From an optimization exercise on the open Yosys and OpenROAD flow, aimed at small area, a short achievable clock period and few clock cycles; shortcuts taken in it are not production practice.
Function was checked by simulation only, so behaviour that the tests miss may differ from the original.
No activity file was given, so power comes from the tool's default toggle rates.

## design.v

```verilog
`timescale 1ns / 1ps
module SimpleCPU(clk, rst, data_fromRAM, wrEn, addr_toRAM, data_toRAM, pCounter);
parameter SIZE = 14;
parameter K = 4;                
parameter HIT = 1;              
input clk, rst;
input wire [31:0] data_fromRAM;
output wire wrEn;
output wire [SIZE-1:0] addr_toRAM;
output wire [31:0] data_toRAM;
output wire [SIZE-1:0] pCounter;
localparam ARR = 4'd0,   
           FN  = 4'd1,   
           FC  = 4'd2,   
           RL  = 4'd3,   
           R2F = 4'd4,   
           I1  = 4'd5,   
           I2  = 4'd6,   
           Z1  = 4'd7,   
           Z2  = 4'd8,   
           ZA  = 4'd9,   
           ZT  = 4'd10,  
           ML  = 4'd11,  
           MI  = 4'd12;  
reg [3:0]  state;
reg [13:0] pc;         
reg        stale;      
reg [13:0] addr_r;
reg        we_r;
reg [31:0] dout;       
reg [13:0] wa;         
reg        wv;
reg [13:0] A_r;
reg [3:0]  op;
reg [31:0] X, Y;       
reg        xin, yin, yd, two, rdir, xh;
reg        rst_q;      
assign wrEn       = we_r & ~rst;
assign addr_toRAM = addr_r;
assign data_toRAM = dout;
assign pCounter   = pc;
wire [31:0] din = data_fromRAM;
wire [3:0]  dop = din[31:28];
wire [13:0] da  = din[27:14];
wire [13:0] db  = din[13:0];
wire        wv_e = wv & (HIT != 0);
wire        hitA = wv_e & (da == wa);
wire        hitB = wv_e & (db == wa);
wire [13:0] pc1   = pc + 14'd1;
wire        dz    = (dout == 32'd0);
wire d_imm   = dop[0] & (dop != 4'd11);
wire d_useA  = ~(dop == 4'd8 || dop == 4'd9 || dop == 4'd10 || dop == 4'd12);
wire d_useB  = ~dop[0] & (dop != 4'd12) | (dop == 4'd11);
wire d_mc    = (dop == 4'd4 || dop == 4'd5 || dop == 4'd14 || dop == 4'd15);
wire d_rA    = d_useA & ~hitA;
wire d_rB    = d_useB & ~hitB;
wire [31:0] xv = xin ? din : dout;
wire [31:0] yv = yin ? din : (yd ? dout : Y);
wire        sub = (op == 4'd6) | (op == 4'd7);
wire [32:0] sum = {1'b0, xv} + {1'b0, yv ^ {32{sub}}} + {32'd0, sub};
reg  [31:0] res;
always @* begin
  case (op)
    4'd0, 4'd1: res = sum[31:0];
    4'd2, 4'd3: res = ~(xv & yv);
    4'd6, 4'd7: res = {31'd0, ~sum[32]};
    default:    res = yv;
  endcase
end
wire [13:0] wr_addr = (op == 4'd11) ? xv[13:0] : A_r;
wire [13:0] tgt_rd  = sum[13:0];    
wire        m_shift = (op == 4'd4) | (op == 4'd5);
wire        s_big   = |yv[31:6];
wire [31:0] s_onehot = 32'd1 << yv[2:0];    
wire [31:0] xv_rev;
wire [31:0] acc;
wire [31:0] acc_rev;
genvar gi;
generate
  for (gi = 0; gi < 32; gi = gi + 1) begin : g_rev
    assign xv_rev[gi]  = xv[31-gi];
    assign acc_rev[gi] = acc[31-gi];
  end
endgenerate
wire [31:0] y_load  = m_shift ? (s_big ? 32'd0 : s_onehot) : yv;
wire signed [31:0] y_loads = y_load;
wire [31:0] yl_k    = y_loads >>> K;
wire        ml_last = (yl_k == {32{y_load[K-1]}});
reg        cb;
reg [31:0] cs_s, cs_c, cs_t, cs_n;
reg        b2, b1, b0, bneg, bone, btwo;
integer j;
always @* begin
  cs_s = dout;
  cs_c = 32'd0;
  cs_n = 32'd0;
  for (j = 0; j < K/2; j = j + 1) begin
    b2 = Y[2*j+1];
    b1 = Y[2*j];
    b0 = (j == 0) ? cb : Y[2*j-1];
    bneg = b2 & ~(b1 & b0);
    bone = b1 ^ b0;
    btwo = (b2 & ~b1 & ~b0) | (~b2 & b1 & b0);
    cs_t = ((bone ? X : 32'd0) | (btwo ? (X << 1) : 32'd0)) << (2*j);
    cs_t = cs_t ^ {32{bneg}};
    cs_n[j] = bneg;
    if (j == 0) begin
      cs_c = cs_t;
    end else begin
      {cs_s, cs_c} = {cs_s ^ cs_c ^ cs_t, (((cs_s & cs_c) | (cs_s & cs_t) | (cs_c & cs_t)) << 1) | {31'd0, cs_n[j-1]}};
    end
  end
end
assign acc = cs_s + cs_c + {31'd0, cs_n[K/2-1]};
wire signed [31:0] Ys = Y;
wire [31:0] y_k  = Ys >>> K;
wire [31:0] y_2k = Ys >>> (2*K);
wire mi_last      = (y_k  == {32{Y[K-1]}});
wire mi_next_last = (y_2k == {32{Y[2*K-1]}});
always @(posedge clk)
  rst_q <= rst;
wire [31:0] x_load = (m_shift & ~yv[5]) ? xv_rev : xv;
always @(posedge clk)
  if (state == ML)
    X <= m_shift ? (x_load << {yv[4:3], 3'd0}) : x_load;
  else
    X <= X << K;
always @(posedge clk) begin
  if (rst_q) begin
    state  <= FN;
    pc     <= 14'd0;
    stale  <= 1'b0;
    addr_r <= 14'd0;
    we_r   <= 1'b0;
    dout   <= 32'd0;
    wa     <= 14'd0;
    wv     <= 1'b0;
    A_r    <= 14'd0;
    op     <= 4'd0;
    Y      <= 32'd0;
    xin    <= 1'b0;
    yin    <= 1'b0;
    yd     <= 1'b0;
    two    <= 1'b0;
    rdir   <= 1'b0;
    xh     <= 1'b0;
    cb     <= 1'b0;
  end else begin
    we_r <= 1'b0;
    case (state)
      ARR: begin
        if (stale) begin
          stale  <= 1'b0;
          state  <= FN;
        end else begin
          op   <= dop;
          A_r  <= da;
          Y    <= {18'd0, db};
          xin  <= 1'b0;
          yin  <= 1'b0;
          yd   <= 1'b0;
          two  <= 1'b0;
          xh   <= hitA;
          case (dop)
            4'd10: begin  
              yin <= 1'b1;
              if (hitB) begin
                addr_r <= dout[13:0];
                state  <= RL;
              end else begin
                addr_r <= db;
                state  <= I1;
              end
            end
            4'd12: begin  
              Y   <= 32'd0;
              xin <= 1'b1;
              if (hitB) begin
                if (!dz) begin
                  addr_r <= pc1;
                  pc     <= pc1;
                  state  <= FN;
                end else if (hitA) begin
                  addr_r <= dout[13:0];
                  pc     <= dout[13:0];
                  state  <= FN;
                end else begin
                  addr_r <= da;
                  state  <= ZA;
                end
              end else begin
                addr_r <= db;
                state  <= Z1;
              end
            end
            4'd13: begin  
              xin    <= 1'b1;
              addr_r <= da;
              state  <= ZA;
            end
            default: begin
              if (d_rB && d_rA) begin
                addr_r <= db;
                two    <= 1'b1;
                xin    <= 1'b1;
                state  <= R2F;
              end else if (d_rB) begin
                addr_r <= db;
                yin    <= 1'b1;
                state  <= RL;
              end else if (d_rA) begin
                addr_r <= da;
                xin    <= 1'b1;
                yd     <= d_useB;
                state  <= RL;
              end else begin
                yd <= d_useB;
                if (d_mc) begin
                  state  <= ML;
                end else begin
                  addr_r <= pc1;
                  pc     <= pc1;
                  state  <= FC;
                end
              end
            end
          endcase
        end
      end
      R2F: begin
        addr_r <= A_r;
        state  <= RL;
      end
      RL: begin
        if (two)
          Y <= din;
        if (m_shift || op == 4'd14 || op == 4'd15) begin
          state <= ML;
        end else begin
          addr_r <= pc1;
          pc     <= pc1;
          state  <= FC;
        end
      end
      FC: begin
        dout   <= res;
        wa     <= wr_addr;
        wv     <= 1'b1;
        addr_r <= wr_addr;
        we_r   <= ~rst;
        stale  <= (wr_addr == addr_r);
        state  <= ARR;
      end
      FN: begin
        state <= ARR;
      end
      I1: begin
        state <= I2;
      end
      I2: begin
        addr_r <= din[13:0];
        state  <= RL;
      end
      Z1: begin
        addr_r <= pc1;
        state  <= Z2;
      end
      Z2: begin
        if (din != 32'd0) begin
          pc    <= pc1;
          state <= ARR;
        end else if (xh) begin
          addr_r <= dout[13:0];
          pc     <= dout[13:0];
          state  <= FN;
        end else begin
          addr_r <= A_r;
          state  <= ZA;
        end
      end
      ZA: begin
        state <= ZT;
      end
      ZT: begin
        addr_r <= tgt_rd;
        pc     <= tgt_rd;
        state  <= FN;
      end
      ML: begin
        Y    <= y_load;
        cb   <= 1'b0;
        rdir <= m_shift & ~yv[5];
        dout <= 32'd0;
        wv   <= 1'b0;
        if (ml_last) begin
          addr_r <= pc1;
          pc     <= pc1;
        end
        state <= MI;
      end
      MI: begin
        Y  <= y_k;
        cb <= Y[K-1];
        if (mi_last) begin
          dout   <= rdir ? acc_rev : acc;
          wa     <= A_r;
          wv     <= 1'b1;
          we_r   <= ~rst;
          addr_r <= A_r;
          stale  <= (A_r == addr_r);
          state  <= ARR;
        end else begin
          dout <= acc;
          if (mi_next_last) begin
            addr_r <= pc1;
            pc     <= pc1;
          end
        end
      end
      default: begin
        state  <= FN;
      end
    endcase
  end
end
endmodule
```

## flow/run.sh

```bash
#!/bin/bash
set -euo pipefail
bash standard.sh SETUP_SLACK_MARGIN=9 "BUFFER_PORTS_ARGS=-buffer_cell sky130_fd_sc_hd__buf_1" finish > standard_flow.log 2>&1
```

## standard.sh

```bash
#!/bin/bash
# synth_recipe.tcl (not shown) runs the flow's synth.tcl, then flattens the netlist and writes it again
# the make line also repeats each setting of config.mk as NAME=value (left out here)
make -C /OpenROAD-flow-scripts/flow DESIGN_CONFIG=/design/flow/config.mk WORK_HOME=/design/flow/orfs CLKGATE_MAP_FILE= SYNTH_SCRIPT=/design/flow/synth_recipe.tcl "${@:-finish}"
```

## config.mk

```make
export PLATFORM = sky130hd
export DESIGN_NAME = SimpleCPU
export DESIGN_NICKNAME = SimpleCPU
export VERILOG_FILES = /design/flow/design.v
export SDC_FILE = /design/flow/constraint.sdc
export NUM_CORES = 4
export LEC_CHECK = 0
export CAP_MARGIN = 20
export CORE_MARGIN = 2
export CORE_UTILIZATION = 40
export SETUP_SLACK_MARGIN = 0.3
export SLEW_MARGIN = 20
```

## constraint.sdc

```tcl
create_clock -name core_clock -period 15.0 [get_ports {clk}]
set_input_delay 3.0000 -clock core_clock [delete_from_list [all_inputs] [get_ports {clk}]]
set_output_delay 3.0000 -clock core_clock [all_outputs]
set_load 0.01 [all_outputs]
```

==> results of run 1 <==
==> kinds of logic (layout without fill, tap and decap cells) <==
kind of cell	count (synthesis)	in the layout
buf+inv	287	342
simple gates	810	810
fa+ha+maj	98	98
flops	171	171
mux	103	103
compound gates	891	891
xor+xnor	205	205
==> layout make-up <==
type	instances	area share
tap	600	0.0357
clock buffer	19	0.0221
clock inverter	13	0.00506
inverter	97	0.0175
sequential	171	0.163
timing repair buffer	213	0.0646
multi-input combinational	2107	0.692
==> synth_stat cells, types with 8 or more instances <==
| cell | number | area [um^2] |
|---|---|---|
| nor2b_1 | 16 | 100 |
| or3_1 | 9 | 56.3 |
| a211oi_1 | 30 | 225 |
| nor4_1 | 38 | 238 |
| o211ai_1 | 29 | 218 |
| a22oi_1 | 99 | 743 |
| o31ai_1 | 8 | 60.1 |
| a222oi_1 | 11 | 110 |
| buf_1 | 23 | 86.3 |
| o21a_1 | 33 | 248 |
| a22o_1 | 13 | 114 |
| a31oi_1 | 21 | 131 |
| o21bai_1 | 9 | 67.6 |
| mux2_1 | 8 | 90.1 |
| o21ai_1 | 16 | 80.1 |
| clkbuf_1 | 154 | 578 |
| a21oi_1 | 216 | 1080 |
| mux2i_1 | 63 | 631 |
| nand3_1 | 61 | 305 |
| o221ai_1 | 24 | 210 |
| nor2_1 | 292 | 1100 |
| a221oi_1 | 59 | 517 |
| a21o_1 | 47 | 353 |
| o21ai_0 | 169 | 846 |
| xor2_1 | 82 | 718 |
| dfxtp_1 | 171 | 3420 |
| a311oi_1 | 11 | 96.3 |
| and3_1 | 14 | 87.6 |
| mux2_2 | 21 | 236 |
| nand2b_1 | 19 | 119 |
| buf_2 | 9 | 45.0 |
| ha_1 | 65 | 813 |
| nand2_1 | 241 | 905 |
| xnor2_1 | 123 | 1080 |
| inv_1 | 95 | 357 |
| nor3_1 | 41 | 205 |
| nand4_1 | 37 | 231 |
| or2_2 | 9 | 56.3 |
| o22ai_1 | 23 | 144 |
| and2_1 | 11 | 68.8 |
| fa_1 | 33 | 661 |
==> registers in the layout, summed over array words and instances (netlist names), 4 cells and up <==
| register | cells |
|---|---|
| A_r | 14 |
| X | 32 |
| Y | 32 |
| addr_r | 14 |
| dout | 32 |
| op | 4 |
| pc | 14 |
| state | 4 |
| wa | 14 |
==> what timing repair did <==
item / CTS / global route
resized for setup: 84 / 40
gates cloned: 1 / 0
endpoints found under the setup margin: 56 / 44
pin swaps: 3 / 12
setup buffers: 5 / 20
==> routing by layer <==
metal  vias up  routed length [um]  track usage
met1     10900               45100        0.620
met4         4                8380        0.281
met2      1745               42400        0.617
met5         -                  66      0.00833
li1       9532                   -            -
met3       432               14200        0.129
==> how the worst min path moves through the flow <==
stage / endpoint / depth (start not counted) / slack (ns)
after detailed placement: rdir$_SDFFE_PP0P_ / 2 / 0.46
after global placement: op[0]$_SDFFE_PP0P_ / 2 / 0.45
after global routing: rdir$_SDFFE_PP0P_ / 2 / 0.49
final: rdir$_SDFFE_PP0P_ / 2 / 0.47
after floorplan: op[0]$_SDFFE_PP0P_ / 2 / 0.44
after CTS: rdir$_SDFFE_PP0P_ / 2 / 0.47
==> worst max-delay path: cells and delay by family <==
| kind | cells | cell delay (ns) |
|---|---|---|
| buf+inv | 2 | 0.20 |
| simple gates | 1 | 0.09 |
==> layout by cell type (no fill, tap or decap), types with 14 or more instances in the layout <==
cell	instances
nand2_1	238
a22oi_1	99
and3_1	14
o211ai_1	29
nand3_1	61
inv_1	95
nor4_1	36
clkbuf_16	18
mux2_2	20
a211oi_1	28
a221oi_1	59
nor2_1	288
a21oi_1	212
xnor2_1	120
o22ai_1	21
buf_4	120
nor2b_1	15
buf_1	72
dfxtp_1	168
mux2i_1	50
a21o_1	47
o221ai_1	24
fa_1	32
mux2i_4	15
ha_1	59
xor2_1	82
a31oi_1	19
nor3_1	39
nand2b_1	17
nand4_1	37
o21a_1	31
o21ai_0	160
==> metrics by stage <==
step                      instances  power, mW
after global routing           3220       3.06
final                          3220       2.97
after CTS                      3200       2.83
after global placement         3162       2.31
after detailed placement       3162       2.31
after floorplan                2565       1.63
==> power groups by stage <==
stage          Combinational [mW]  Sequential (mW)  Clock [mW]
2_1_floorplan                1.05            0.579           0
3_3_place_gp                 1.70            0.613           0
3_5_place_dp                 1.70            0.614           0
4_1_cts                      1.75            0.604       0.475
5_1_grt                      1.96            0.613       0.489
6_report                     1.88            0.613       0.474
==> flow_summary.json, run 1 <==
{
  "routed-via-count": 22600,
  "switching_share": 0.553,
  "synth_compound_area_frac": 0.319,
  "yosys.area_share.simple": 0.198,
  "coreArea_um2": 45500,
  "pre_cts_slack_ns": 7.60,
  "rr_endpoint": "dout[19]$_SDFFE_PP0N_",
  "cts_buffers": 17,
  "p_sw_mw": 1.64,
  "synth.area.mux_share": 0.0607,
  "hpwl_um": 84900,
  "dpl_cell_area_um2": 19700,
  "finalCritPeriodShare": 0.420,
  "drv_slew": 0,
  "leakagePower_nw": 8.00,
  "hold_path.class": "flip-flop to flip-flop",
  "grt.overflow.total": 0,
  "cts.sinks": 171,
  "clock_path_buffers": 2,
  "antenna_found_initial": 4,
  "reg2regPathDepth": 17,
  "std_cell_rows": 78,
  "ys_async_sr_fraction": 0,
  "status": "no timing/DRC/antenna violations",
  "drc": 0,
  "synth_edf_count": 0,
  "end_kind": "output port",
  "wl_um": 110000,
  "dieArea_um2": 48000,
  "fin_hold_ws_ns": 0.474,
  "grt_pass1_wl_um": 154000,
  "cts_tree": "yes",
  "drv_cap": 0,
  "cp_max_fo": 2,
  "postSynthAreaPerCell_um2": 7.21,
  "clk_pin_slew_worst_paths_ns": 0.08,
  "synth_seq_area_share": 0.185,
  "n_antenna_cell": 0,
  "synthAdderAreaFrac": 0.0797,
  "syn-num-nets": 2697,
  "post-route-util": 0.462,
  "cpMaxStageDelayCell": "buf_8",
  "viasPerCell": 7.03,
  "min_period_ns": 6.30,
  "initial_core_util": 0.407,
  "regArea_um2": 3430,
  "pwr-share-seq": 0.207,
  "syn_inst": 2565,
  "critPathLaunchType": "input port",
  "internal_power_mw": 1.33,
  "slowest_delay_ns": 0.10,
  "dr.pass1.iters": 7,
  "multiInputGateArea_um2": 14500,
  "io_buffers": 94,
  "critPathRequiredTime_ns": 12.00,
  "tightestPinTransition_ns": 1.13,
  "rsz0062_at_grt": "yes",
  "drive_gt1_frac": 0.117,
  "htree_levels": 4,
  "ant_nets": 0,
  "peakVddDrop_mv": 0.0796,
  "syn_area_um2": 18500,
  "max_freq_mhz": 159,
  "wire_per_inst_um": 34.2,
  "synth_cell_types": 80,
  "syn_to_final_growth_pct": 13.5,
  "path_class": "input port to output port",
  "worst_clock_skew_ns": 0.0187,
  "grt_start_max_net_pins": 62,
  "pwr_density_cell_nw_per_um2": 141,
  "synth_top_family_by_area": "compound AO/OA/AOI/OAI gates",
  "tns_ns": 0,
  "hold_buffers": 0,
  "drt_iter0_drc": 4022,
  "hp-start": "rdir$_SDFFE_PP0P_",
  "r2r_slack_ns": 9.34,
  "groute.usage.overall": 0.452,
  "maxSlewHeadroom": 0.239,
  "setup_viol": 0,
  "startpoint": "rst",
  "finalHoldViolCount": 0,
  "r2r-start": "Y[1]$_SDFFE_PP0P_",
  "power_frac_comb": 0.634,
  "grt_pass1_vias": 20200,
  "fin_nets": 2739,
  "yosys_register_bits": 171,
  "critPathCapture": "wrEn",
  "synth_xor_area_frac": 0.0971,
  "fillers": 4740,
  "fin_ws_ns": 8.70,
  "yosys_warnings": 1,
  "design_area_um2": 21000,
  "die_w_um": 219,
  "crit_path_cell_trace": "buf_8 -> nor2b_4 -> buf_6",
  "die-height_um": 219,
  "io_pins": 95,
  "worstPathArrival_ns": 3.30,
  "ys.flop_type": "dfxtp_1",
  "clkLatencyLatePin_ns": 0.52,
  "cts_root_buf": "clkbuf_16",
  "pwr-share-clk": 0.160,
  "gp_congestion": 1.03
}
Testbench counts, summed over its fixed seeds: cycles 149,944.
==> run 2, diff against run 1 <==
--- a/design.v
+++ b/design.v
@@ -58,4 +58,33 @@
 wire [31:0] yv = yin ? din : (yd ? dout : Y);
+reg        cb;
+reg [31:0] cs_s, cs_c, cs_t, cs_n;
+reg        b2, b1, b0, bneg, bone, btwo;
+integer j;
+always @* begin
+  cs_s = dout;
+  cs_c = 32'd0;
+  cs_n = 32'd0;
+  for (j = 0; j < K/2; j = j + 1) begin
+    b2 = Y[2*j+1];
+    b1 = Y[2*j];
+    b0 = (j == 0) ? cb : Y[2*j-1];
+    bneg = b2 & ~(b1 & b0);
+    bone = b1 ^ b0;
+    btwo = (b2 & ~b1 & ~b0) | (~b2 & b1 & b0);
+    cs_t = ((bone ? X : 32'd0) | (btwo ? (X << 1) : 32'd0)) << (2*j);
+    cs_t = cs_t ^ {32{bneg}};
+    cs_n[j] = bneg;
+    if (j == 0) begin
+      cs_c = cs_t;
+    end else begin
+      {cs_s, cs_c} = {cs_s ^ cs_c ^ cs_t, (((cs_s & cs_c) | (cs_s & cs_t) | (cs_c & cs_t)) << 1) | {31'd0, cs_n[j-1]}};
+    end
+  end
+end
 wire        sub = (op == 4'd6) | (op == 4'd7);
-wire [32:0] sum = {1'b0, xv} + {1'b0, yv ^ {32{sub}}} + {32'd0, sub};
+wire        in_mi = (state == MI);
+wire [31:0] add_p = in_mi ? cs_s : xv;
+wire [31:0] add_q = in_mi ? cs_c : (yv ^ {32{sub}});
+wire        add_c = in_mi ? cs_n[K/2-1] : sub;
+wire [32:0] sum = {1'b0, add_p} + {1'b0, add_q} + {32'd0, add_c};
 reg  [31:0] res;
@@ -88,28 +117,3 @@
 wire        ml_last = (yl_k == {32{y_load[K-1]}});
-reg        cb;
-reg [31:0] cs_s, cs_c, cs_t, cs_n;
-reg        b2, b1, b0, bneg, bone, btwo;
-integer j;
-always @* begin
-  cs_s = dout;
-  cs_c = 32'd0;
-  cs_n = 32'd0;
-  for (j = 0; j < K/2; j = j + 1) begin
-    b2 = Y[2*j+1];
-    b1 = Y[2*j];
-    b0 = (j == 0) ? cb : Y[2*j-1];
-    bneg = b2 & ~(b1 & b0);
-    bone = b1 ^ b0;
-    btwo = (b2 & ~b1 & ~b0) | (~b2 & b1 & b0);
-    cs_t = ((bone ? X : 32'd0) | (btwo ? (X << 1) : 32'd0)) << (2*j);
-    cs_t = cs_t ^ {32{bneg}};
-    cs_n[j] = bneg;
-    if (j == 0) begin
-      cs_c = cs_t;
-    end else begin
-      {cs_s, cs_c} = {cs_s ^ cs_c ^ cs_t, (((cs_s & cs_c) | (cs_s & cs_t) | (cs_c & cs_t)) << 1) | {31'd0, cs_n[j-1]}};
-    end
-  end
-end
-assign acc = cs_s + cs_c + {31'd0, cs_n[K/2-1]};
+assign acc = sum[31:0];    
 wire signed [31:0] Ys = Y;
==> flow_summary.json, run 2 <==
{
  "synth_cell_types": 85,
  "top_regs": "X (32), Y (32), dout (32)",
  "status": "no timing/DRC/antenna violations",
  "wire_per_inst_um": 33.3,
  "fin_nets": 2645,
  "critPathLaunchType": "input port",
  "coreArea_um2": 44000,
  "gp_congestion": 1.05,
  "hold_path.class": "flip-flop to flip-flop",
  "synth_top_family_by_area": "compound AO/OA/AOI/OAI gates",
  "min_period_ns": 6.30,
  "yosysTopAreaCell": "dfxtp_1",
  "power_mw": 3.30,
  "wl_um": 105000,
  "synthAdderAreaFrac": 0.0611,
  "viasPerCell": 6.98,
  "drv_slew": 0,
  "setup_viol": 0,
  "peakVddDrop_mv": 0.0734,
  "synth.area.mux_share": 0.0738,
  "clock_path_buffers": 2,
  "std_cell_rows": 77,
  "grt_start_max_net_pins": 73,
  "synth_edf_count": 0,
  "ys.flop_type": "dfxtp_1",
  "dieArea_um2": 46100,
  "ys_async_sr_fraction": 0,
  "synth.most_common_cell": "nor2_1",
  "routed-via-count": 22000,
  "io_buffers": 94,
  "final_common_cell": "nor2_1",
  "htree_levels": 4,
  "worst_clock_skew_ns": 0.0149,
  "die_w_um": 215,
  "cp_max_fo": 2,
  "cts_buffers": 17,
  "slowest_delay_ns": 0.10,
  "groute.usage.overall": 0.441,
  "cts_root_buf": "clkbuf_16",
  "grt_pass1_wl_um": 148000,
  "synth_compound_area_frac": 0.317,
  "postSynthAreaPerCell_um2": 7.15,
  "path_depth": 3,
  "synthTopCellsByArea": "dfxtp_1 (19%), a21oi_1 (6.2%), nor2_1 (6.1%)",
  "critPathCapture": "wrEn",
  "startpoint": "rst",
  "netlist.area_leader.share": 0.193,
  "worst-path-buf-inv": 2,
  "drc": 0,
  "tns_ns": 0,
  "clk_pin_slew_worst_paths_ns": 0.08,
  "syn_to_final_growth_pct": 16.5,
  "yosys_register_bits": 171,
  "path_class": "input port to output port",
  "grt_pass1_vias": 20400,
  "antenna_found_initial": 3,
  "drive_gt1_frac": 0.141,
  "io_pins": 95,
  "yosys.area_share.simple": 0.211,
  "synth_xor_area_frac": 0.0873,
  "drv_cap": 0,
  "synth_seq_area_share": 0.193,
  "syn_area_um2": 17800,
  "syn_inst": 2483,
  "ys_top_cells_by_count": "nor2_1 (291), nand2_1 (266), a21oi_1 (221), o21ai_0 (213), clkbuf_1 (186)",
  "ant_nets": 0,
  "rr_endpoint": "pc[12]$_SDFFE_PP0P_",
  "drt_iter0_drc": 3595,
  "end_kind": "output port",
  "reg2regPathDepth": 18,
  "worstPathArrival_ns": 3.30,
  "critPathRequiredTime_ns": 12.00,
  "syn-num-nets": 2584,
  "maxSlewHeadroom": 0.250,
  "tightestPinTransition_ns": 1.12,
  "pwr_density_cell_nw_per_um2": 159,
  "clkLatencyLatePin_ns": 0.53,
  "finalCritPeriodShare": 0.420,
  "dr.pass1.iters": 9,
  "initial_core_util": 0.403,
  "cts.sinks": 171,
  "final_cell_mix": "nor2_1 (290), nand2_1 (263), a21oi_1 (211), o21ai_0 (199), dfxtp_1 (168)",
  "cpMaxStageDelayCell": "buf_8",
  "cts_tree": "yes",
  "r2r_slack_ns": 9.72,
  "rsz0062_at_grt": "yes",
  "cp_top_family": "buffers and inverters",
  "die-height_um": 215,
  "max_freq_mhz": 159,
  "hpwl_um": 74500,
  "finalHoldViolCount": 0,
  "grt.overflow.total": 0,
  "yosys_warnings": 1,
  "leakagePower_nw": 7.40,
  "crit_path_cell_trace": "buf_8 -> nor2b_4 -> buf_6",
  "r2r-start": "state[0]$_SDFFE_PP1N_"
}
run 2: repair_timing:
action                     CTS  global route
hold endpoints to repair     0             0
hold buffers                 0             0
gates cloned                 2             1
setup endpoints to repair   61            58
pin swaps                    9            43
gates resized for setup     76            94
buffers inserted            16            41
run 2: metrics by stage:
stage / worst slack, ns / area, um^2 / util / hold WS (ns) / instances
after CTS: 8.70 / 20000 / 0.453 / 0.469 / 3106
after detailed placement: 7.54 / 18900 / 0.429 / 0.458 / 3056
final: 8.70 / 20700 / 0.470 / 0.465 / 3151
after floorplan: 8.89 / 17800 / - / 0.432 / 2483
after global routing: 8.69 / 20700 / 0.470 / 0.506 / 3149
after global placement: 7.58 / 18900 / 0.429 / 0.442 / 3056
run 2: cell families (layout without fill, tap and decap cells):
group	Yosys count	after routing
flops	171	171
buf+inv	255	327
fa+ha+maj	67	67
mux	121	121
compound gates	868	869
other cells	0	2
xor+xnor	177	177
simple gates	824	825
run 2: final cells by class:
class / instances / area, um^2
clock buffers: 19 / 443
clock inverters: 13 / 179
inverters: 41 / 154
fillers: 4591 / 23300
repair buffers: 254 / 1730
flip-flops and latches: 171 / 3430
multi-input cells: 2059 / 14000
well taps: 592 / 741
diodes: 2 / 5.00
run 2: routing by layer:
layer	global-route usage	routed length (um)	up-vias
met3	0.124	12200	550
met4	0.352	10200	4
met1	0.527	37600	10500
li1	-	-	9292
met2	0.664	44800	1696
met5	0	21	-
run 2: power breakdown:
group | internal (mW) | switching [mW] | total, mW
registers | 0.524 | 0.143 | 0.667
clock network | 0.271 | 0.240 | 0.511
logic | 0.695 | 1.43 | 2.12
run 2: how the worst min path moves through the flow:
stage	start	slack (ns)	depth (start not counted)	to
after global placement	op[0]$_SDFFE_PP0P_	0.44	2	op[0]$_SDFFE_PP0P_
after global routing	op[0]$_SDFFE_PP0P_	0.51	2	op[0]$_SDFFE_PP0P_
final	op[0]$_SDFFE_PP0P_	0.46	2	op[0]$_SDFFE_PP0P_
after CTS	op[0]$_SDFFE_PP0P_	0.47	2	op[0]$_SDFFE_PP0P_
after detailed placement	op[0]$_SDFFE_PP0P_	0.46	2	op[0]$_SDFFE_PP0P_
after floorplan	op[0]$_SDFFE_PP0P_	0.43	2	op[0]$_SDFFE_PP0P_
run 2: worst register-to-register path, stage by stage (launching register included):
cell,delay [ns]
dfxtp_1,0.80
nand4bb_4,0.52
buf_4,0.76
nor2_1,0.16
nor2_1,0.20
fa_2,0.26
fa_2,0.23
nor2b_2,0.06
o31a_1,0.29
buf_4,0.16
buf_4,0.13
o211ai_1,0.26
a21o_1,0.20
or4b_4,0.49
o311ai_4,0.12
buf_6,0.16
and2_1,0.13
a221oi_2,0.04
a211oi_1,0.22
Testbench counts of run 2, summed over its fixed seeds: cycles 149,944.
==> run 3, diff against run 2 <==
--- a/design.v
+++ b/design.v
@@ -30,4 +30,3 @@
 reg [31:0] dout;       
-reg [13:0] wa;         
-reg        wv;
+reg        wv;         
 reg [13:0] A_r;
@@ -46,4 +45,4 @@
 wire        wv_e = wv & (HIT != 0);
-wire        hitA = wv_e & (da == wa);
-wire        hitB = wv_e & (db == wa);
+wire        hitA = wv_e & (da == A_r);
+wire        hitB = wv_e & (db == A_r);
 wire [13:0] pc1   = pc + 14'd1;
@@ -139,3 +138,2 @@
     dout   <= 32'd0;
-    wa     <= 14'd0;
     wv     <= 1'b0;
@@ -160,3 +158,4 @@
           op   <= dop;
-          A_r  <= da;
+          if (dop != 4'd13) A_r <= da;
+          if (dop == 4'd12) wv <= 1'b0;
           Y    <= {18'd0, db};
@@ -250,4 +249,3 @@
         dout   <= res;
-        wa     <= wr_addr;
-        wv     <= 1'b1;
+        wv     <= (op != 4'd11);    
         addr_r <= wr_addr;
@@ -309,3 +307,2 @@
           dout   <= rdir ? acc_rev : acc;
-          wa     <= A_r;
           wv     <= 1'b1;
==> flow_summary.json, run 3 <==
{
  "status": "no timing/DRC/antenna violations",
  "peakVddDrop_mv": 0.0656,
  "drive_gt1_frac": 0.146,
  "hold_path.class": "flip-flop to flip-flop",
  "grt_pass1_vias": 20100,
  "ant_nets": 0,
  "rr_endpoint": "dout[6]$_SDFFE_PP0P_",
  "grt.overflow.total": 0,
  "cpMaxStageDelayCell": "buf_8",
  "routed-via-count": 21800,
  "critPathRequiredTime_ns": 12.00,
  "netlist.area_leader.share": 0.178,
  "startpoint": "rst",
  "antenna_found_initial": 5,
  "clkLatencyLatePin_ns": 0.52,
  "gp_congestion": 1.11,
  "drt_iter0_drc": 3507,
  "rsz0062_at_grt": "yes",
  "groute.usage.overall": 0.427,
  "power_mw": 2.65,
  "r2r-start": "state[2]$_SDFFE_PP0P_",
  "cts_root_buf": "clkbuf_16",
  "ys_async_sr_fraction": 0,
  "worstPathArrival_ns": 3.30,
  "die_w_um": 214,
  "final_cell_mix": "nand2_1 (304), nor2_1 (228), o21ai_0 (204), a21oi_1 (201), dfxtp_1 (153)",
  "pre_cts_slack_ns": 7.79,
  "slowest_delay_ns": 0.10,
  "design_area_um2": 20300,
  "min_period_ns": 6.30,
  "dr.pass1.iters": 9,
  "wl_um": 101000,
  "viasPerCell": 7.04,
  "end_kind": "output port",
  "internal_power_mw": 1.25,
  "cp_max_fo": 2,
  "critPathCapture": "wrEn",
  "hold_buffers": 0,
  "synth_edf_count": 0,
  "n_antenna_cell": 0,
  "grt_pass1_wl_um": 143000,
  "maxSlewHeadroom": 0.237,
  "coreArea_um2": 43300,
  "postSynthAreaPerCell_um2": 7.14,
  "htree_levels": 4,
  "synth.most_common_cell": "nand2_1",
  "finalHoldViolCount": 0,
  "synthTopCellsByArea": "dfxtp_1 (18%), nand2_1 (6.6%), o21ai_0 (6.4%)",
  "io_pins": 95,
  "cts_tree": "yes",
  "fin_nets": 2606,
  "syn_area_um2": 17600,
  "leakagePower_nw": 6.91,
  "hpwl_um": 71000,
  "io_buffers": 94,
  "reg2regPathDepth": 16,
  "clk_pin_slew_worst_paths_ns": 0.07,
  "pwr_density_cell_nw_per_um2": 130,
  "max_freq_mhz": 159,
  "cts.sinks": 157,
  "drc": 0,
  "initial_core_util": 0.407,
  "tns_ns": 0,
  "top_regs": "X (32), Y (32), dout (32)",
  "critPathLaunchType": "input port",
  "pwr-share-seq": 0.226,
  "crit_path_cell_trace": "buf_8 -> nor2b_4 -> buf_6",
  "std_cell_rows": 76,
  "die-height_um": 214,
  "synth_cell_types": 93,
  "clock_path_buffers": 2,
  "syn_to_final_growth_pct": 15.4,
  "power_frac_comb": 0.596,
  "path_class": "input port to output port",
  "ys_top_cells_by_count": "nand2_1 (308), nor2_1 (237), o21ai_0 (224), a21oi_1 (210), clkbuf_1 (178)",
  "yosys_warnings": 1,
  "yosysTopAreaCell": "dfxtp_1",
  "dpl_cell_area_um2": 18700,
  "grt_start_max_net_pins": 76,
  "ys.flop_type": "dfxtp_1",
  "dieArea_um2": 45800,
  "syn_inst": 2468,
  "p_sw_mw": 1.40,
  "drv_slew": 0,
  "wire_per_inst_um": 32.7,
  "synth_seq_area_share": 0.178,
  "switching_share": 0.529,
  "setup_viol": 0,
  "syn-num-nets": 2569,
  "r2r_slack_ns": 9.80,
  "fin_ws_ns": 8.70,
  "yosys_register_bits": 157,
  "worst_clock_skew_ns": 0.0168,
  "cts_buffers": 17,
  "final_common_cell": "nand2_1",
  "drv_cap": 0,
  "finalCritPeriodShare": 0.420,
  "pwr-share-clk": 0.179,
  "tightestPinTransition_ns": 1.13
}
==> run 3: changes by cell type after synthesis, sizes merged, moves of 11 or more <==
| cell | previous run | this run |
|---|---|---|
| nor2 | 291 | 239 |
| nand2 | 267 | 310 |
| buf | 28 | 52 |
| a222oi | 22 | 44 |
| o21ai | 225 | 247 |
| a211oi | 44 | 29 |
| dfxtp | 171 | 157 |
| nor3 | 51 | 38 |
| nand4 | 41 | 29 |
| a21oi | 223 | 212 |
==> run 3: layer usage <==
| layer | global-route usage | part of all wire | up-vias |
|---|---|---|---|
| met5 | 0 | 0.00045 | - |
| met4 | 0.357 | 0.10 | 6 |
| met3 | 0.137 | 0.13 | 525 |
| met2 | 0.614 | 0.40 | 1793 |
| met1 | 0.518 | 0.36 | 10300 |
| li1 | - | - | 9197 |
==> run 3: how the worst min path moves through the flow <==
stage | startpoint | end | depth (start not counted)
after global routing | two$_SDFFE_PP0P_ | two$_SDFFE_PP0P_ | 2
final | op[0]$_SDFFE_PP0P_ | op[0]$_SDFFE_PP0P_ | 2
after CTS | op[0]$_SDFFE_PP0P_ | op[0]$_SDFFE_PP0P_ | 2
after global placement | two$_SDFFE_PP0P_ | two$_SDFFE_PP0P_ | 2
after detailed placement | op[0]$_SDFFE_PP0P_ | op[0]$_SDFFE_PP0P_ | 2
after floorplan | op[0]$_SDFFE_PP0P_ | op[0]$_SDFFE_PP0P_ | 2
==> run 3: cell families after synthesis <==
kind of cell / Yosys count / synth area share
adder cells (fa/ha/maj): 67 / 0.0616
buffers and inverters: 271 / 0.0626
AO/OA/AOI/OAI: 908 / 0.343
multiplexers: 114 / 0.0691
flip-flops: 157 / 0.178
AND/OR/NAND/NOR: 779 / 0.200
XOR/XNOR: 172 / 0.0855
==> run 3: final cells by class <==
class	count	area, um^2
Clock buffer	21	460
Tap cell	585	732
Multi-Input combinational cell	2040	14000
Sequential cell	157	3150
Fill cell	4385	22900
Timing Repair Buffer	248	1680
Clock inverter	11	131
Inverter	41	154
==> run 3: timing repair <==
item / 4_1_cts / 5_1_grt
pin swaps: 7 / 31
buffers inserted: 5 / 47
gates resized for setup: 67 / 99
setup endpoints to repair: 61 / 59
cloned: 0 / 1
==> run 3: power by group through the flow <==
stage | logic [mW] | registers (mW) | clock network [mW]
5_1_grt | 1.64 | 0.597 | 0.488
4_1_cts | 1.41 | 0.584 | 0.474
3_3_place_gp | 1.37 | 0.592 | 0
6_report | 1.58 | 0.598 | 0.473
3_5_place_dp | 1.38 | 0.593 | 0
2_1_floorplan | 0.897 | 0.543 | 0
==> run 3: through the flow <==
stage	cells	util	hold slack [ns]
global route	3103	0.470	0.491
detailed placement	3018	0.431	0.458
global placement	3015	0.431	0.453
finish	3103	0.470	0.470
floorplan	2468	-	0.437
CTS	3055	0.451	0.467
==> run 3: critical path: cells and delay by family <==
kind | cells | cell delay (ns)
buffers and inverters | 2 | 0.20
and+or+nand+nor | 1 | 0.10
Testbench counts of run 3, summed over its fixed seeds: cycles 149,944.
==> run 4, diff against run 3 <==
==> flow/run.sh (replaced) <==
#!/bin/bash
set -euo pipefail
bash standard.sh SETUP_SLACK_MARGIN=8.75 "BUFFER_PORTS_ARGS=-buffer_cell sky130_fd_sc_hd__buf_1" finish > standard_flow.log 2>&1
==> flow_summary.json, run 4 <==
{
  "status": "no timing/DRC/antenna violations",
  "critPathLaunchType": "input port",
  "end_kind": "output port",
  "top_regs": "X (32), Y (32), dout (32)",
  "hp-start": "op[0]$_SDFFE_PP0P_",
  "groute.usage.overall": 0.429,
  "drive_gt1_frac": 0.118,
  "netlist.area_leader.share": 0.178,
  "synth_seq_area_share": 0.178,
  "r2r-start": "Y[1]$_SDFFE_PP0P_",
  "slowest_delay_ns": 0.14,
  "synth_cell_types": 93,
  "grt_pass1_vias": 19600,
  "syn-num-nets": 2569,
  "clkLatencyLatePin_ns": 0.52,
  "ys.flop_type": "dfxtp_1",
  "worst_clock_skew_ns": 0.0114,
  "std_cell_rows": 76,
  "die_w_um": 214,
  "peakVddDrop_mv": 0.0843,
  "fin_cells": 3075,
  "drv_cap": 0,
  "coreArea_um2": 43300,
  "cts_tree": "yes",
  "finalCritPeriodShare": 0.421,
  "yosys_warnings": 1,
  "maxSlewHeadroom": 0.179,
  "grt_pass1_wl_um": 144000,
  "cts.sinks": 157,
  "rsz0062_at_grt": "yes",
  "pwr_density_cell_nw_per_um2": 130,
  "drc": 0,
  "yosysTopAreaCell": "dfxtp_1",
  "grt_start_max_net_pins": 75,
  "grtUsageMet3": 0.110,
  "drv_slew": 0,
  "setup_viol": 0,
  "hpwl_um": 73700,
  "critPathRequiredTime_ns": 12.00,
  "tightestPinTransition_ns": 1.22,
  "initial_core_util": 0.407,
  "cpMaxStageDelayCell": "buf_2",
  "antenna_found_initial": 2,
  "io_buffers": 94,
  "cts_root_buf": "clkbuf_16",
  "leakagePower_nw": 6.66,
  "path_class": "input port to output port",
  "hold_path_depth": 2,
  "crit_path_cell_trace": "buf_6 -> nor2b_1 -> buf_2",
  "grtUsageMet2": 0.632,
  "tns_ns": 0,
  "viasPerCell": 6.90,
  "wire_per_inst_um": 32.8,
  "synth.most_common_cell": "nand2_1",
  "fin_ws_ns": 8.68,
  "hold_path.class": "flip-flop to flip-flop",
  "dieArea_um2": 45800,
  "pre_cts_slack_ns": 7.63,
  "final_cell_mix": "nand2_1 (306), nor2_1 (230), o21ai_0 (213), a21oi_1 (207), dfxtp_1 (153)",
  "syn_area_um2": 17600,
  "clock_path_buffers": 2,
  "yosys_register_bits": 157,
  "synthTopCellsByArea": "dfxtp_1 (18%), nand2_1 (6.6%), o21ai_0 (6.4%)",
  "fin_nets": 2577,
  "r2r_slack_ns": 9.66,
  "worstPathArrival_ns": 3.32,
  "busiest_layer": "met2",
  "grt.overflow.total": 0,
  "routed-via-count": 21200,
  "ant_nets": 0,
  "hold_buffers": 0,
  "dr.pass1.iters": 11,
  "dp.cells": 3029,
  "reg2regPathDepth": 18,
  "min_period_ns": 6.32,
  "ys_async_sr_fraction": 0,
  "finalHoldViolCount": 0,
  "hold_end": "op[0]$_SDFFE_PP0P_",
  "ys_top_cells_by_count": "nand2_1 (308), nor2_1 (237), o21ai_0 (224), a21oi_1 (210), clkbuf_1 (178)",
  "syn_to_final_growth_pct": 11.4,
  "die-height_um": 214,
  "syn_inst": 2468,
  "gr-usage-met1": 0.537,
  "wl_um": 101000,
  "cp_max_fo": 2,
  "max_freq_mhz": 158,
  "drt_iter0_drc": 3425,
  "gp_congestion": 1.03,
  "postSynthAreaPerCell_um2": 7.14,
  "clk_pin_slew_worst_paths_ns": 0.07,
  "rr_endpoint": "dout[8]$_SDFFE_PP0P_",
  "cts_buffers": 17,
  "htree_levels": 4,
  "io_pins": 95,
  "final_common_cell": "nand2_1",
  "synth_edf_count": 0
}
-- run 4: cell counts after synthesis --
No cell type changed its count.
-- run 4: worst max-delay path by stage --
stage	from	end	slack, ns	cells past startpoint
2_1_floorplan	data_fromRAM[4]	dout[31]$_SDFFE_PP0P_	8.74	17
3_3_place_gp	data_fromRAM[0]	dout[1]$_SDFFE_PP0P_	7.60	16
3_5_place_dp	data_fromRAM[0]	dout[1]$_SDFFE_PP0P_	7.63	16
4_1_cts	rst	wrEn	8.68	3
5_1_grt	rst	wrEn	8.65	3
6_report	rst	wrEn	8.68	3
-- run 4: logic make-up (layout without fill, tap and decap cells) --
logic type | count (synthesis) | count (layout) | share of synthesized area
DFF | 157 | 157 | 0.178
AOI/OAI and AO/OA | 908 | 908 | 0.343
and+or+nand+nor | 779 | 779 | 0.200
xor gates and xnor gates | 172 | 172 | 0.0855
other | 0 | 1 | 0
adders and majority gates | 67 | 67 | 0.0616
buffers and inverters | 271 | 292 | 0.0626
muxes | 114 | 114 | 0.0691
-- run 4: power breakdown --
part	internal (mW)	total, mW	switching, mW	leakage [nW]
sequential	0.470	0.591	0.121	1.28
combinational	0.475	1.49	1.02	5.11
clock	0.243	0.466	0.223	0.270
total	1.19	2.55	1.36	6.66
-- run 4: area by class of cell --
| class | count | area [um^2] |
|---|---|---|
| repair buffers | 219 | 1340 |
| inverters | 41 | 154 |
| multi-input cells | 2040 | 13700 |
| clock buffers | 22 | 474 |
| flip-flops and latches | 157 | 3150 |
| well taps | 585 | 732 |
| diodes | 1 | 2.50 |
| fillers | 4548 | 23600 |
| clock inverters | 10 | 104 |
-- run 4: timing repair --
item	CTS	global route
setup endpoints to repair	53	41
setup buffers	3	9
pin swaps	1	9
resized for setup	34	41
-- run 4: per-stage QoR --
| stage | hold slack [ns] | util | instance area [um^2] | total power, mW |
|---|---|---|---|---|
| 6_report | 0.461 | 0.454 | 19600 | 2.55 |
| 3_5_place_dp | 0.450 | 0.432 | 18700 | 1.99 |
| 5_1_grt | 0.485 | 0.454 | 19600 | 2.64 |
| 4_1_cts | 0.460 | 0.448 | 19400 | 2.47 |
| 2_1_floorplan | 0.437 | - | 17600 | 1.44 |
| 3_3_place_gp | 0.445 | 0.432 | 18700 | 1.99 |
-- run 4: per-layer routing --
layer  vias up  wire (um)
met5         -          0
met4         0       8850
met3       384      11300
met2      1576      42000
met1     10100      38700
li1       9152          -
-- run 4: critical path: cells and delay by family --
kind / cells / cell delay, ns
simple gates: 1 / 0.09
buf+inv: 2 / 0.23

-- separate check: timing with driven ports --
How much do the figures lean on ideal ports? The routed layouts below were timed once more, with nothing changed but the port constraints. Step 1: set_driving_cell puts a clkbuf_16 on clk and a buf_2 on each other input, an assumption about the parent block. Step 2, shift: input delay + t, output delay - t, t = (earliest + latest rising clock arrival at the registers) / 2. This alone moves slack from input paths to output paths. Three values: ideal, step 1, step 2; two values: the first two.
| run | t, ns | slack for setup (ns) | hold WS [ns] | worst register clock-pin slew, ns | cell pins on the clock port's net |
|---|---|---|---|---|---|
| run 1 | 0.567 | 8.700 / 8.658 / 8.455 | 0.474 / 0.474 / 0.474 | 0.09 / 0.09 | 1 |
| run 2 | 0.581 | 8.698 / 8.657 / 8.324 | 0.465 / 0.465 / 0.465 | 0.08 / 0.08 | 1 |
| run 3 | 0.567 | 8.703 / 8.660 / 8.393 | 0.470 / 0.470 / 0.470 | 0.08 / 0.08 | 1 |
| run 4 | 0.571 | 8.681 / 8.649 / 8.253 | 0.461 / 0.461 / 0.461 | 0.08 / 0.08 | 1 |
After both steps setup and hold are still met in every run listed. The setup slack of run 4, which loses most, moves by -0.032 ns with the drivers and by -0.428 ns with both steps.
